Background: an optimization exercise with open tools, aiming at small area and a short achievable clock period. Do not read the settings as production practice.
Only simulation tests tie the RTL to the original design; equivalence was not proved. The flow treats the clock pin as an ideal source, which a real chip does not have.

oak:
## SPIwrap
module SPIwrap(MOSI, SCK, SS_n, rst_n, MISO);
	input MOSI, SCK, SS_n, rst_n;
	output MISO;
	wire rx_valid, tx_valid;
	wire [7:0] tx_data;
	wire [9:0] rx_data;
	SPImem SPImem1(rx_data, rx_valid, SCK, rst_n, tx_data, tx_valid);
	SPIslav SPIslav1(MOSI, MISO, SS_n, SCK, rst_n, rx_data, rx_valid, tx_data, tx_valid);
endmodule
==> module SPImem, before the edit <==
module SPImem(din, rx_valid, clk, rst_n, dout, tx_valid);
	input rx_valid, clk, rst_n;
	input [9:0] din;
	output [7:0] dout;
	output reg tx_valid;
	reg [7:0] addr;
	reg sent;
	reg [7:0] data;       
	reg dpol;             
	reg wpend;            
	reg [3:0] cnt;        
	reg hit;              
	reg ins, keep_n;      
	reg [7:0] tcap;       
	reg tpol;             
	reg capn;             
	reg [2047:0] ring;    
	wire lap = cnt[3];
	wire [255:0] tap = ring[2047:1792];
	wire wr = rx_valid && din[9:8] == 2'b01;
	wire ld = rx_valid && !din[8];
	wire hit_next = cnt[2:0] + 3'd1 == addr[2:0];
	wire wpend_next = wr || (wpend && !ins);
	wire [7:0] wdata = data ^ {8{lap}};    
	assign dout = data ^ {8{dpol}};
	reg [255:0] first;
	reg [7:0] tapbyte;
	reg sel, keep;
	integer r, g, k;
	reg [7:0] grp;
	always @(*) begin
		tapbyte = 8'd0;
		for (g = 0; g < 8; g = g + 1) begin
			grp = 8'd0;
			for (k = 0; k < 4; k = k + 1)
				grp = grp | (tap[(g*4+k)*8 +: 8] & {8{addr[4:3] == k}});
			tapbyte = tapbyte | (grp & {8{addr[7:5] == g}});
		end
		for (r = 0; r < 32; r = r + 1) begin
			sel = ins && addr[7:3] == r;
			keep = keep_n || addr[7:3] != r;
			first[r*8 +: 8] = ~((tap[r*8 +: 8] | {8{sel}}) & (wdata | {8{keep}}));
		end
	end
	always @(posedge clk) begin
		ring <= {ring[1791:0], first};
		cnt <= cnt + 4'd1;
		hit <= hit_next;
		ins <= hit_next && wpend_next;
		keep_n <= !(hit_next && wpend_next);
		wpend <= wpend_next;
		if (ld)
			addr <= din[7:0];
		tcap <= tapbyte;
		tpol <= lap;
		capn <= hit && !wpend && !wr;
		if (wr) begin
			data <= din[7:0];
			dpol <= 1'b0;
		end
		else if (capn) begin
			data <= tcap;
			dpol <= tpol;
		end
	end
	always @(posedge clk or negedge rst_n) begin
		if (~rst_n) begin
			tx_valid <= 0;
			sent <= 0;
		end
		else if (rx_valid && din[9:8] != 2'b11) begin
			tx_valid <= 0;
			if (din[9:8] != 2'b01)
				sent <= ~din[9];
		end
		else if (rx_valid && din[9:8] == 2'b11 && sent == 0) begin
			tx_valid <= 1;
			sent <= 1;
		end
		else begin
			tx_valid <= 0;
		end
	end
endmodule
export LEC_CHECK = 0
export CAP_MARGIN = 20
export CORE_MARGIN = 2
export CORE_UTILIZATION = 60
export SETUP_SLACK_MARGIN = 3.6
export SLEW_MARGIN = 20
export SYNTH_MEMORY_MAX_BITS = 4096
create_clock -name core_clock -period 6.0 [get_ports {SCK}]
standard.sh (not shown) runs the stock make flow with config.mk's settings and CLKGATE_MAP_FILE= SYNTH_SCRIPT=/design/flow/synth_recipe.tcl, a recipe that flattens the netlist after the stock synthesis.
==> flow/flow/run.sh <==
#!/bin/bash
# The standard layout, with clock tree synthesis told to cluster up to 32
# flip-flops within 100 um under each clkbuf_16 and to add no dummy loads.
set -euo pipefail
CTS="-sink_clustering_enable -repair_clock_nets -sink_clustering_size 32 -sink_clustering_max_diameter 100 -buf_list sky130_fd_sc_hd__clkbuf_16 -dont_use_dummy_load"
bash standard.sh "CTS_ARGS=$CTS" finish > flow_make.log 2>&1
The following lists how pine was set up differently from oak:
-- flow/design.v --
<<< oak, line 12
	reg hit;              
	reg ins, keep_n;      
	reg [7:0] tcap;       
	reg tpol;             
>>> pine, line 12
	reg hit;              
	reg ins, keep_n;      
	reg [7:0] dec_hi;     
	reg [3:0] dec_lo;     
	reg [7:0] tcap;       
	reg tpol;             
<<< oak, line 34
			grp = 8'd0;
			for (k = 0; k < 4; k = k + 1)
				grp = grp | (tap[(g*4+k)*8 +: 8] & {8{addr[4:3] == k}});
			tapbyte = tapbyte | (grp & {8{addr[7:5] == g}});
		end
		for (r = 0; r < 32; r = r + 1) begin
			sel = ins && addr[7:3] == r;
			keep = keep_n || addr[7:3] != r;
			first[r*8 +: 8] = ~((tap[r*8 +: 8] | {8{sel}}) & (wdata | {8{keep}}));
		end
>>> pine, line 36
			grp = 8'd0;
			for (k = 0; k < 4; k = k + 1)
				grp = grp | (tap[(g*4+k)*8 +: 8] & {8{dec_lo[k]}});
			tapbyte = tapbyte | (grp & {8{dec_hi[g]}});
		end
		for (r = 0; r < 32; r = r + 1) begin
			sel = ins && dec_hi[r/4] && dec_lo[r%4];
			keep = keep_n || !(dec_hi[r/4] && dec_lo[r%4]);
			first[r*8 +: 8] = ~((tap[r*8 +: 8] | {8{sel}}) & (wdata | {8{keep}}));
		end
<<< oak, line 47
		cnt <= cnt + 4'd1;
		hit <= hit_next;
		ins <= hit_next && wpend_next;
		keep_n <= !(hit_next && wpend_next);
>>> pine, line 49
		cnt <= cnt + 4'd1;
		hit <= hit_next;
		dec_hi <= 8'd1 << addr[7:5];
		dec_lo <= 4'd1 << addr[4:3];
		ins <= hit_next && wpend_next;
		keep_n <= !(hit_next && wpend_next);
### Flow results
- Maximum frequency ended up 1.4% higher on pine than on oak.
- Diff pine..oak | count of antenna-violating nets left after detailed routing | unchanged
- pine vs oak: worst setup slack up
- The global-route usage in pine sits 0.39 points below the value recorded for oak.
- | clock buffer and inverter area fraction after layout | pine vs oak | ≈ equal |
- pine — delay of the slowest critical-path stage 0.36 ns lower, oak as reference
- From oak to pine the numbers moved as follows: area growth from synthesis to layout moved down; clock period minus worst slack dropped 0.032 ns; fraction of met1 tracks used by global routing grew by 1.4 points; slew at the pin closest to its max-slew limit climbed 0.27 ns.
- Relative to oak, sequential area share after synthesis has gone up in pine.

-- afterwards: timing with drivers on the ports --
In the flow no input, the clock included, has a driving cell. The finished layouts below were timed again as built, in two steps. Step 1 (the two cells are an assumption about what drives the block):
set clk [get_ports {SCK}]
set_driving_cell -lib_cell sky130_fd_sc_hd__clkbuf_16 $clk
set_driving_cell -lib_cell sky130_fd_sc_hd__buf_2 [delete_from_list [all_inputs] $clk]
Step 2 also shifts input and output timing later by t, the mid clock arrival at the registers, as if the neighbouring blocks saw the same clock. Slacks: ideal ports / drivers / drivers and shift; pairs: ideal ports / drivers.
run | t, ns | setup WS [ns] | hold WS [ns] | latest minus earliest clock arrival (ns) | cell pins on the clock port's net
oak | 0.710 | 3.626 / 3.566 / 3.198 | 0.316 / 0.316 / 0.316 | 0.043 / 0.043 | 1
pine | 0.697 | 3.658 / 3.591 / 3.041 | 0.257 / 0.257 / 0.257 | 0.066 / 0.066 | 1
After both steps setup and hold are still met in every run listed. For pine, which loses most, drivers alone change the setup slack by -0.067 ns; drivers and shift together by -0.617 ns.
